Source: an optimization exercise on an open RTL-to-GDS flow (aim: small area). Production flows keep margins and buffers that such runs may drop. Power figures rest on the tool's default switching activity, not on a simulated workload.

## oak
==> flow/design.v (excerpt) <==
module cpu # (
	parameter	ADDR_WIDTH = 12,
	parameter 	REG_WIDTH = 16
	)(
	input  wire	clk,
	input  wire	rst,
	input  wire	[15:0] data_mem2cpu,
	output wire	[15:0] data_cpu2mem,
	output wire	[ADDR_WIDTH-1:0] addr_cpu2mem,
	output wire	mem_en,
	output wire	mem_rd_en,
	output wire	mem_wr_en
	);
	localparam [3:0] C_NULL  = 4'b0000;
	localparam [3:0] C_MOVS  = 4'b0001;
	localparam [3:0] C_MOV   = 4'b0010;
	localparam [3:0] C_ADDS  = 4'b0100;
	localparam [3:0] C_LDR   = 4'b0101;
	localparam [3:0] C_STR   = 4'b0110;
	localparam [3:0] C_ADDSP = 4'b1000;
	localparam [3:0] C_SUBSP = 4'b1001;
	localparam [3:0] C_LDRPC = 4'b1100;
	localparam [3:0] C_BN    = 4'b1101;
	localparam [3:0] C_BLEN  = 4'b1110;
	localparam [3:0] C_CMP   = 4'b1111;
	localparam [1:0] E_NULL = 2'b00;
	localparam [1:0] E_WR   = 2'b01;
	localparam [1:0] E_LD   = 2'b11;
	localparam [1:0] E_ST   = 2'b10;
	wire [15:0] din = {data_mem2cpu[7:0], data_mem2cpu[15:8]};
	reg  [2:0]  cnt;
	reg  [15:1] pc;
	reg  [15:1] f_pcp;		 
	reg  [15:0] f_alu;
	reg         f_m2r;		 
	reg  [3:0]  f_wa;
	reg         f_we;
	reg  [3:0]  c_op;
	reg  [10:0] wq;
	reg         fv;			 
	reg         dR;			 
	reg         d_we;		 
	reg  [15:0] r_res;
	reg         r_take;
	reg  [3:0]  r_wa;
	reg  [1:0]  r_cls;
	reg  [15:0] rd2;
	reg         tb;			 
	reg  [15:0] e_wd;
	reg  [1:0]  e_cls;
	reg  [15:0] rf0, rf1, rf2, rf3, rf4, rf5, rf6, rf7;
	reg  [15:0] rf8, rf9, rf10, rf11, rf12, rf13, rf14;
	wire        cnt4  = (cnt == 3'd4);
	wire [15:1] pcinc = pc + 15'd1;
	always @(posedge clk) begin
		if (rst || cnt4 || tb) cnt <= 3'd0;
		else                   cnt <= cnt + 3'd1;
		if (rst)       pc <= 15'd0;
		else if (tb)   pc <= r_res[15:1];
  ...
==> flow/config.mk <==
export PLATFORM = sky130hd
export DESIGN_NAME = cpu
export DESIGN_NICKNAME = cpu
export VERILOG_FILES = /design/flow/design.v
export SDC_FILE = /design/flow/constraint.sdc
export NUM_CORES = 4
export LEC_CHECK = 0
export CAP_MARGIN = 0
export CORE_MARGIN = 2
export CORE_UTILIZATION = 55
export PLACE_DENSITY = 0.7
export SLEW_MARGIN = 0
==> flow/constraint.sdc <==
create_clock -name core_clock -period 7.0 [get_ports {clk}]
set_input_delay 1.4000 -clock core_clock [delete_from_list [all_inputs] [get_ports {clk}]]
set_output_delay 1.4000 -clock core_clock [all_outputs]
set_load 0.01 [all_outputs]
standard.sh (not shown) runs the stock make flow with config.mk's settings and CLKGATE_MAP_FILE= SYNTH_SCRIPT=/design/flow/synth_recipe.tcl, a recipe that flattens the netlist after the stock synthesis.
==> flow/flow/run.sh <==
#!/bin/bash
# Own layout flow: the standard flow (standard.sh) with
#  - port buffers: the smallest buffer cell
#  - clock tree: large sink clusters driven by clkbuf_16, no dummy loads
# Each make run's full output goes to a log file in the work folder.
set -euo pipefail
W=$(pwd)
cat > "$W/area_synth.tcl" <<EOF
proc abc {args} {
  set out {}
  set skip 0
  foreach a \$args {
    if {\$skip} {
      set skip 0
      if {[string match *retime* \$a]} { lappend out -script \$a } else { lappend out -script $W/flow/area.abc }
      continue
    }
    if {\$a eq "-script"} { set skip 1; continue }
    lappend out \$a
  }
  yosys abc {*}\$out
}
source $W/synth_recipe.tcl
EOF
sed "s#SYNTH_SCRIPT=[^ ]*#SYNTH_SCRIPT=$W/area_synth.tcl#" "$W/standard.sh" > "$W/area_standard.sh"
grep -q "SYNTH_SCRIPT=$W/area_synth.tcl" "$W/area_standard.sh"
export BUFFER_PORTS_ARGS="-buffer_cell sky130_fd_sc_hd__buf_1"
export CTS_ARGS="-sink_clustering_enable -repair_clock_nets -dont_use_dummy_load -sink_clustering_size 24 -sink_clustering_max_diameter 80 -buf_list sky130_fd_sc_hd__clkbuf_16"
bash "$W/area_standard.sh" > "$W/flow_make.log" 2>&1
==> flow/flow/area.abc <==
strash
dc2
dc2
&get -n
&deepsyn -T 60
&put
&get -n
&dch -f
&nf -R 1000
&put
oak finished every step from synthesis to the final layout, and the layout passed the timing, DRC and antenna checks.
Inputs modified between oak and pine:
--- a/flow/flow/run.sh
+++ b/flow/flow/run.sh
@@ -26,4 +26,4 @@
 grep -q "SYNTH_SCRIPT=$W/area_synth.tcl" "$W/area_standard.sh"
 export BUFFER_PORTS_ARGS="-buffer_cell sky130_fd_sc_hd__buf_1"
-export CTS_ARGS="-sink_clustering_enable -repair_clock_nets -dont_use_dummy_load -sink_clustering_size 24 -sink_clustering_max_diameter 80 -buf_list sky130_fd_sc_hd__clkbuf_16"
+export CTS_ARGS="-sink_clustering_enable -repair_clock_nets -dont_use_dummy_load -sink_clustering_size 16 -sink_clustering_max_diameter 60 -buf_list sky130_fd_sc_hd__clkbuf_8"
 bash "$W/area_standard.sh" > "$W/flow_make.log" 2>&1
[summary]
- Number of non-clock inverters in the layout across oak and pine: no real change.
- Cmp oak and pine / met2 layer usage reported by global route / lower: pine
- Between pine and oak, it is pine whose first-pass GRT wire length is lower, by about 0.3%.
- Delta (pine minus oak): total congestion overflow was more or less identical; final design utilization went down by 0.33 points; routed wire length was more or less identical.
- pine: total power 0.14 mW below oak
No functional check of the RTL was part of any run of this note.

Another version of the RTL of cpu (not shown whole).
For scale: ~1500 cells after synthesis, roughly 390 flip-flops, about 0.017 sq mm of cells after synthesis.
clock: 7.0 ns
lec_check: 0
cap_margin: 20
core_margin: 2
core_utilization: 55
cts_buf_list: sky130_fd_sc_hd__clkbuf_16
cts_cluster_diameter: 100
cts_cluster_size: 30
place_density: 0.7
slew_margin: 20
run.sh (not shown) runs the stock make flow with config.mk's settings and CLKGATE_MAP_FILE= SYNTH_SCRIPT=/design/flow/synth_recipe.tcl, a recipe that flattens the netlist after the stock synthesis.
Stock flow here: none of the scripts above is used.
The baseline finished clean.
Change:
CTS_CLUSTER_DIAMETER = 80   (was 100)
CTS_CLUSTER_SIZE = 24   (was 30)
GPL_ROUTABILITY_DRIVEN = 0   (was default)
GPL_TIMING_DRIVEN = 0   (was default)
What happened: Critical path depth grows by 2; clock-buffer cell count came out higher by 4; routed wire length is higher slightly; total power went up by a few percent; utilization climbs by 0.84 points; sequential share of layout area decreases by 0.73 points; die area stays the same; area after synthesis does not change; final cell count came out higher by a few percent; cell area increases slightly.
No run of this note included a check of the RTL's function; only the layout flow was run.

Setup of build 95:
The RTL this note starts from:
==> flow/design.v <==
module cpu # (
	parameter	ADDR_WIDTH = 12,
	parameter 	REG_WIDTH = 16
	)(
	input  wire	clk,
	input  wire	rst,
	input  wire	[15:0] data_mem2cpu,
	output wire	[15:0] data_cpu2mem,
	output wire	[ADDR_WIDTH-1:0] addr_cpu2mem,
	output wire	mem_en,
	output wire	mem_rd_en,
	output wire	mem_wr_en
	);
	localparam [3:0] C_NULL  = 4'b0000;
	localparam [3:0] C_MOVS  = 4'b0001;
	localparam [3:0] C_MOV   = 4'b0010;
	localparam [3:0] C_ADDS  = 4'b0100;
	localparam [3:0] C_LDR   = 4'b0101;
	localparam [3:0] C_STR   = 4'b0110;
	localparam [3:0] C_ADDSP = 4'b1000;
	localparam [3:0] C_SUBSP = 4'b1001;
	localparam [3:0] C_LDRPC = 4'b1100;
	localparam [3:0] C_BN    = 4'b1101;
	localparam [3:0] C_BLEN  = 4'b1110;
	localparam [3:0] C_CMP   = 4'b1111;
	localparam [1:0] E_NULL = 2'b00;
	localparam [1:0] E_WR   = 2'b01;
	localparam [1:0] E_LD   = 2'b11;
	localparam [1:0] E_ST   = 2'b10;
	wire [15:0] din = {data_mem2cpu[7:0], data_mem2cpu[15:8]};
	reg  [2:0]  cnt;
	reg  [15:1] pc;
	reg  [15:1] f_pcp;		 
	reg  [15:0] f_alu;
	reg         f_m2r;		 
	reg  [3:0]  f_wa;
	reg         f_we;
	reg  [3:0]  c_op;
	reg  [10:0] wq;
	reg         fv;			 
	reg         dR;			 
	reg         d_we;		 
	reg  [15:0] r_res;
	reg         r_take;
	reg  [3:0]  r_wa;
	reg  [1:0]  r_cls;
	reg  [15:0] rd2;
	reg         tb;			 
	reg  [15:0] e_wd;
	reg  [1:0]  e_cls;
	reg  [15:0] rf0, rf1, rf2, rf3, rf4, rf5, rf6, rf7;
	reg  [15:0] rf8, rf9, rf10, rf11, rf12, rf13, rf14;
	wire        cnt4  = (cnt == 3'd4);
	always @(posedge clk) begin
		if (rst || cnt4 || tb) cnt <= 3'd0;
		else                   cnt <= cnt + 3'd1;
		if (rst)       pc <= 15'd0;
		else if (tb)   pc <= r_res[15:1];
		else if (cnt4) pc <= sum[15:1];
		f_pcp <= sum[15:1];
		f_alu <= r_res;
		f_m2r <= (e_cls == E_LD);
		f_wa  <= r_wa;
		f_we  <= e_cls[0];
	end
	assign addr_cpu2mem = e_cls[1] ? {1'b0, r_res[11:1]} : {1'b0, pc[11:1]};
	assign data_cpu2mem = {e_wd[7:0], e_wd[15:8]};
	assign mem_en       = 1'b1;
	assign mem_wr_en    = (e_cls == E_ST);
	assign mem_rd_en    = ~mem_wr_en;
	wire        fetch = (cnt == 3'd1) && !f_m2r;
	reg  [3:0]  cls;
	always @(*) begin
		casez (din[15:10])
			6'b10101?: cls = C_ADDSP;
			6'b101100: cls = C_SUBSP;
			6'b00100?: cls = C_MOVS;
			6'b010001: cls = C_MOV;
			6'b000111: cls = C_ADDS;
			6'b01001?: cls = C_LDRPC;
			6'b01101?: cls = C_LDR;
			6'b01100?: cls = C_STR;
			6'b11100?: cls = C_BN;
			6'b00101?: cls = C_CMP;
			6'b110111: cls = C_BLEN;
			default:   cls = C_NULL;
		endcase
	end
	always @(posedge clk) begin
		c_op <= fetch ? cls : C_NULL;
		wq   <= din[10:0];
		fv   <= fetch;
		dR   <= rst;
		d_we <= rst ? 1'b0 : f_we;
	end
	wire [15:0] wd  = f_m2r ? din : f_alu;
	wire [15:0] wdz = wd & {16{~rst}};		 
	wire [15:0] wd1 = {wdz[15:1], wd[0] | rst};	 
	wire [15:0] wda = {wdz[15:8], wd[7] | rst, wdz[6], wd[5] | rst, wdz[4:0]};	 
	wire [14:0] wsel;
	genvar gi;
	generate for (gi = 0; gi < 15; gi = gi + 1) begin : g_we
		assign wsel[gi] = rst | (f_we & (f_wa == gi));
	end endgenerate
	always @(posedge clk) begin
		if (wsel[0])  rf0  <= wdz;
		if (wsel[1])  rf1  <= wdz;
		if (wsel[2])  rf2  <= wd1;
		if (wsel[3])  rf3  <= wd1;
		if (wsel[4])  rf4  <= wdz;
		if (wsel[5])  rf5  <= wdz;
		if (wsel[6])  rf6  <= wdz;
		if (wsel[7])  rf7  <= wdz;
		if (wsel[8])  rf8  <= wdz;
		if (wsel[9])  rf9  <= wdz;
		if (wsel[10]) rf10 <= wdz;
		if (wsel[11]) rf11 <= wdz;
		if (wsel[12]) rf12 <= wdz;
		if (wsel[13]) rf13 <= wda;
		if (wsel[14]) rf14 <= wdz;
	end
	wire        c_mov = (c_op == C_MOV);
	wire [10:0] d_imm = (dR || !fv) ? 11'd0 : wq;
	wire [15:1] pcp   = dR ? 15'd0 : f_pcp;
	wire        c_sp  = (c_op == C_ADDSP) || (c_op == C_SUBSP);
	wire [2:0]  a1 = (c_op == C_CMP) ? wq[10:8] : d_imm[5:3];
	wire [15:0] lo1 = (rf0 & {16{a1 == 3'd0}}) | (rf1 & {16{a1 == 3'd1}}) | (rf2 & {16{a1 == 3'd2}}) | (rf3 & {16{a1 == 3'd3}})
	                | (rf4 & {16{a1 == 3'd4}}) | (rf5 & {16{a1 == 3'd5}}) | (rf6 & {16{a1 == 3'd6}}) | (rf7 & {16{a1 == 3'd7}});
	wire        ge = (lo1[7:0] >= d_imm[7:0]);	 
	wire [3:0]  a2 = c_mov ? d_imm[6:3] : {1'b0, d_imm[2:0]};
	wire [255:0] rfa = {{pcp,1'b0}, rf14, rf13, rf12, rf11, rf10, rf9, rf8, rf7, rf6, rf5, rf4, rf3, rf2, rf1, rf0};
	reg  [15:0] v2;
	integer k;
	always @(*) begin
		v2 = 16'd0;
		for (k = 0; k < 16; k = k + 1)
			v2 = v2 | (rfa[k*16 +: 16] & {16{a2 == k}});
	end
	wire [10:0] b = d_imm;
	wire ldpc_c = b[1] | (b[3] & ~b[0]);
	reg  [15:0] opb;
	wire [15:0] opa = c_op[3] ? (c_op[2] ? {pcp, 1'b0} : rf13) : (c_op[2] ? lo1 : (c_op[1:0] == 2'b00) ? {pc, 1'b0} : 16'd0);
	reg         cin;
	always @(*) begin
		opb = 16'd0; cin = 1'b0;
		case (c_op)
			C_ADDSP: begin opb = {6'd0, b[7:0], 2'b00}; end
			C_SUBSP: begin opb = ~{9'd0, b[4:0], 2'b00}; cin = 1'b1; end
			C_MOVS:  begin opb = {8'd0, b[7:0]}; end
			C_MOV:   begin opb = v2; end
			C_ADDS:  opb = {13'd0, b[8:6]};
			C_LDRPC: begin opb = {6'd0, b[7:0], ldpc_c, 1'b0}; end
			C_LDR, C_STR: opb = {9'd0, b[10:6], 2'b00};
			C_BN:    begin opb = {4'd0, b[10:0], 1'b1}; cin = 1'b1; end
			C_BLEN:  begin opb = {7'h7f, b[7:0], 1'b1}; cin = 1'b1; end
			C_CMP:   begin opb = 16'd1; cin = 1'b1; end
			C_NULL:  opb = 16'd2;
			default: ;
		endcase
	end
	wire [15:0] sum  = opa + opb + {15'd0, cin};
	wire        take = (c_op == C_BN) || (c_op == C_BLEN) || ((c_op == C_CMP) && ge);
	reg [3:0] wa_n;
	always @(*) begin
		case (c_op)
			C_ADDSP, C_MOVS, C_LDRPC: wa_n = {1'b0, d_imm[10:8]};
			C_SUBSP:                  wa_n = 4'd13;
			C_MOV:                    wa_n = {wq[7], wq[2:0]};
			default:                  wa_n = {1'b0, d_imm[2:0]};
		endcase
	end
	reg [1:0] ecls_n;
	always @(*) begin
		case (c_op)
			C_ADDSP, C_SUBSP, C_MOVS, C_MOV, C_ADDS: ecls_n = E_WR;
			C_LDRPC, C_LDR: ecls_n = E_LD;
			C_STR:          ecls_n = E_ST;
			default:        ecls_n = E_NULL;
		endcase
	end
	always @(posedge clk) begin
		if (rst || !d_we) rd2 <= v2 & {16{~rst}};	 
		if (c_op != C_NULL) begin
			r_res <= sum;
			r_wa  <= wa_n;
		end
		r_take <= rst ? 1'b0 : take;
		r_cls <= rst ? E_NULL : ecls_n;
	end
	always @(posedge clk) begin
		tb    <= rst ? 1'b0 : r_take;
		e_wd  <= rd2;	 
		e_cls <= rst ? E_NULL : r_cls;
	end
endmodule
clock: 7.0 ns
lec_check: 0
cap_margin: 0
core_margin: 2
core_utilization: 55
place_density: 0.7
slew_margin: 0
standard.sh (not shown) runs the stock make flow with config.mk's settings and CLKGATE_MAP_FILE= SYNTH_SCRIPT=/design/flow/synth_recipe.tcl, a recipe that flattens the netlist after the stock synthesis.
==> flow/flow/run.sh <==
#!/bin/bash
# Own layout flow: the standard flow (standard.sh) with
#  - port buffers: the smallest buffer cell
#  - clock tree: large sink clusters driven by clkbuf_16, no dummy loads
# Each make run's full output goes to a log file in the work folder.
set -euo pipefail
W=$(pwd)
cat > "$W/area_synth.tcl" <<EOF
proc abc {args} {
  set out {}
  set skip 0
  foreach a \$args {
    if {\$skip} {
      set skip 0
      if {[string match *retime* \$a]} { lappend out -script \$a } else { lappend out -script $W/flow/area.abc }
      continue
    }
    if {\$a eq "-script"} { set skip 1; continue }
    lappend out \$a
  }
  yosys abc {*}\$out
}
source $W/synth_recipe.tcl
EOF
sed "s#SYNTH_SCRIPT=[^ ]*#SYNTH_SCRIPT=$W/area_synth.tcl#" "$W/standard.sh" > "$W/area_standard.sh"
grep -q "SYNTH_SCRIPT=$W/area_synth.tcl" "$W/area_standard.sh"
export BUFFER_PORTS_ARGS="-buffer_cell sky130_fd_sc_hd__buf_1"
export CTS_ARGS="-sink_clustering_enable -repair_clock_nets -dont_use_dummy_load -sink_clustering_size 24 -sink_clustering_max_diameter 80 -buf_list sky130_fd_sc_hd__clkbuf_16"
bash "$W/area_standard.sh" > "$W/flow_make.log" 2>&1
Scripts as last shown in full above: flow/flow/area.abc
Modified inputs, build 55 compared to build 95
--- a/flow/flow/run.sh
+++ b/flow/flow/run.sh
@@ -27,3 +27,3 @@
 export BUFFER_PORTS_ARGS="-buffer_cell sky130_fd_sc_hd__buf_1"
-export CTS_ARGS="-sink_clustering_enable -repair_clock_nets -dont_use_dummy_load -sink_clustering_size 24 -sink_clustering_max_diameter 80 -buf_list sky130_fd_sc_hd__clkbuf_16"
+export CTS_ARGS="-sink_clustering_enable -repair_clock_nets -dont_use_dummy_load -sink_clustering_size 10 -sink_clustering_max_diameter 40 -buf_list sky130_fd_sc_hd__clkbuf_4"
 bash "$W/area_standard.sh" > "$W/flow_make.log" 2>&1
==> comparison <==
Maximum frequency | build 55 above build 95. Build 55 vs build 95: detailed-route wire length down in build 55. In the reports for build 55 and build 95, the larger starting density of the core belongs to build 55. Build 55 against build 95; overall power consumption is down by a few percent. Power of the sequential group across build 55 and build 95: no real change. [compare] base=build 95 new=build 55: global routing usage summed across all routing layers now smaller; internal power saw a decrease. In build 55, the sum of routed wire segments on met1 came out 7.4% below the value in build 95. Build 55 against build 95: sequential share of layout area climbed 0.59 points, count of placed standard cells including taps now sits lower, count of clock-buffer cells in the layout went up 30.
Input-level comparison between build 91 and build 55:
- PLACE_DENSITY now 0.8, was 0.7
- CORE_UTILIZATION now 65, was 55
Comparing build 91 and build 55, the lower share of the clock period used by the worst path after layout was measured on build 55. In the tables for build 91 and build 55, power reads higher with build 55. Hold slack: build 91 vs build 55 down 0.030 ns. Reported for build 91 and build 55, proportion of synthesized chip area in sequential cells turned out identical to the last digit. On final sum of negative setup slack, build 91 and build 55 are basically level. Build 91 vs. build 55: area growth from synthesis to layout decreased by 0.83 points relative to the old numbers; post-layout net count decreased by about 0.7% relative to the old numbers. Diff build 55 -> build 91: arrival time at the worst endpoint grew by 0.20 ns, ratio of cells with drive above 1 in the final layout shrank by 0.52 points.
No functional check of the RTL was part of any run of this note.

## port drivers added, routing unchanged
How much do the figures lean on ideal ports? The routed layouts below were timed once more, with nothing changed but the port constraints. Step 1 sets driving cells, clkbuf_16 on the clock port and buf_2 on the other inputs (assumed; they add their load-dependent delay and slew). Step 2, shift: input delay + t, output delay - t, t = (earliest + latest rising clock arrival at the registers) / 2. This alone moves slack from input paths to output paths. Three values: no drivers, after step 1, after step 2; two values: the first two.
| run | t, ns | setup slack, ns | worst setup path after step 2 | latest minus earliest clock arrival (ns) |
|---|---|---|---|---|
| oak | 0.573 | 0.754 / 0.754 / 0.754 | register to register | 0.088 / 0.089 |
| pine | 0.631 | 0.806 / 0.806 / 0.806 | register to register | 0.082 / 0.082 |
| the first run of note 2 | 0.593 | 0.836 / 0.836 / 0.836 | register to register | 0.030 / 0.029 |
| the second run of note 2 | 0.609 | 0.240 / 0.240 / 0.240 | register to register | 0.013 / 0.014 |
| build 95 | 0.570 | 0.586 / 0.586 / 0.586 | register to register | 0.039 / 0.039 |
| build 55 | 0.715 | 0.805 / 0.805 / 0.805 | register to register | 0.075 / 0.076 |
| build 91 | 0.725 | 0.642 / 0.642 / 0.642 | register to register | 0.096 / 0.096 |
After both steps setup and hold are still met in every run listed.
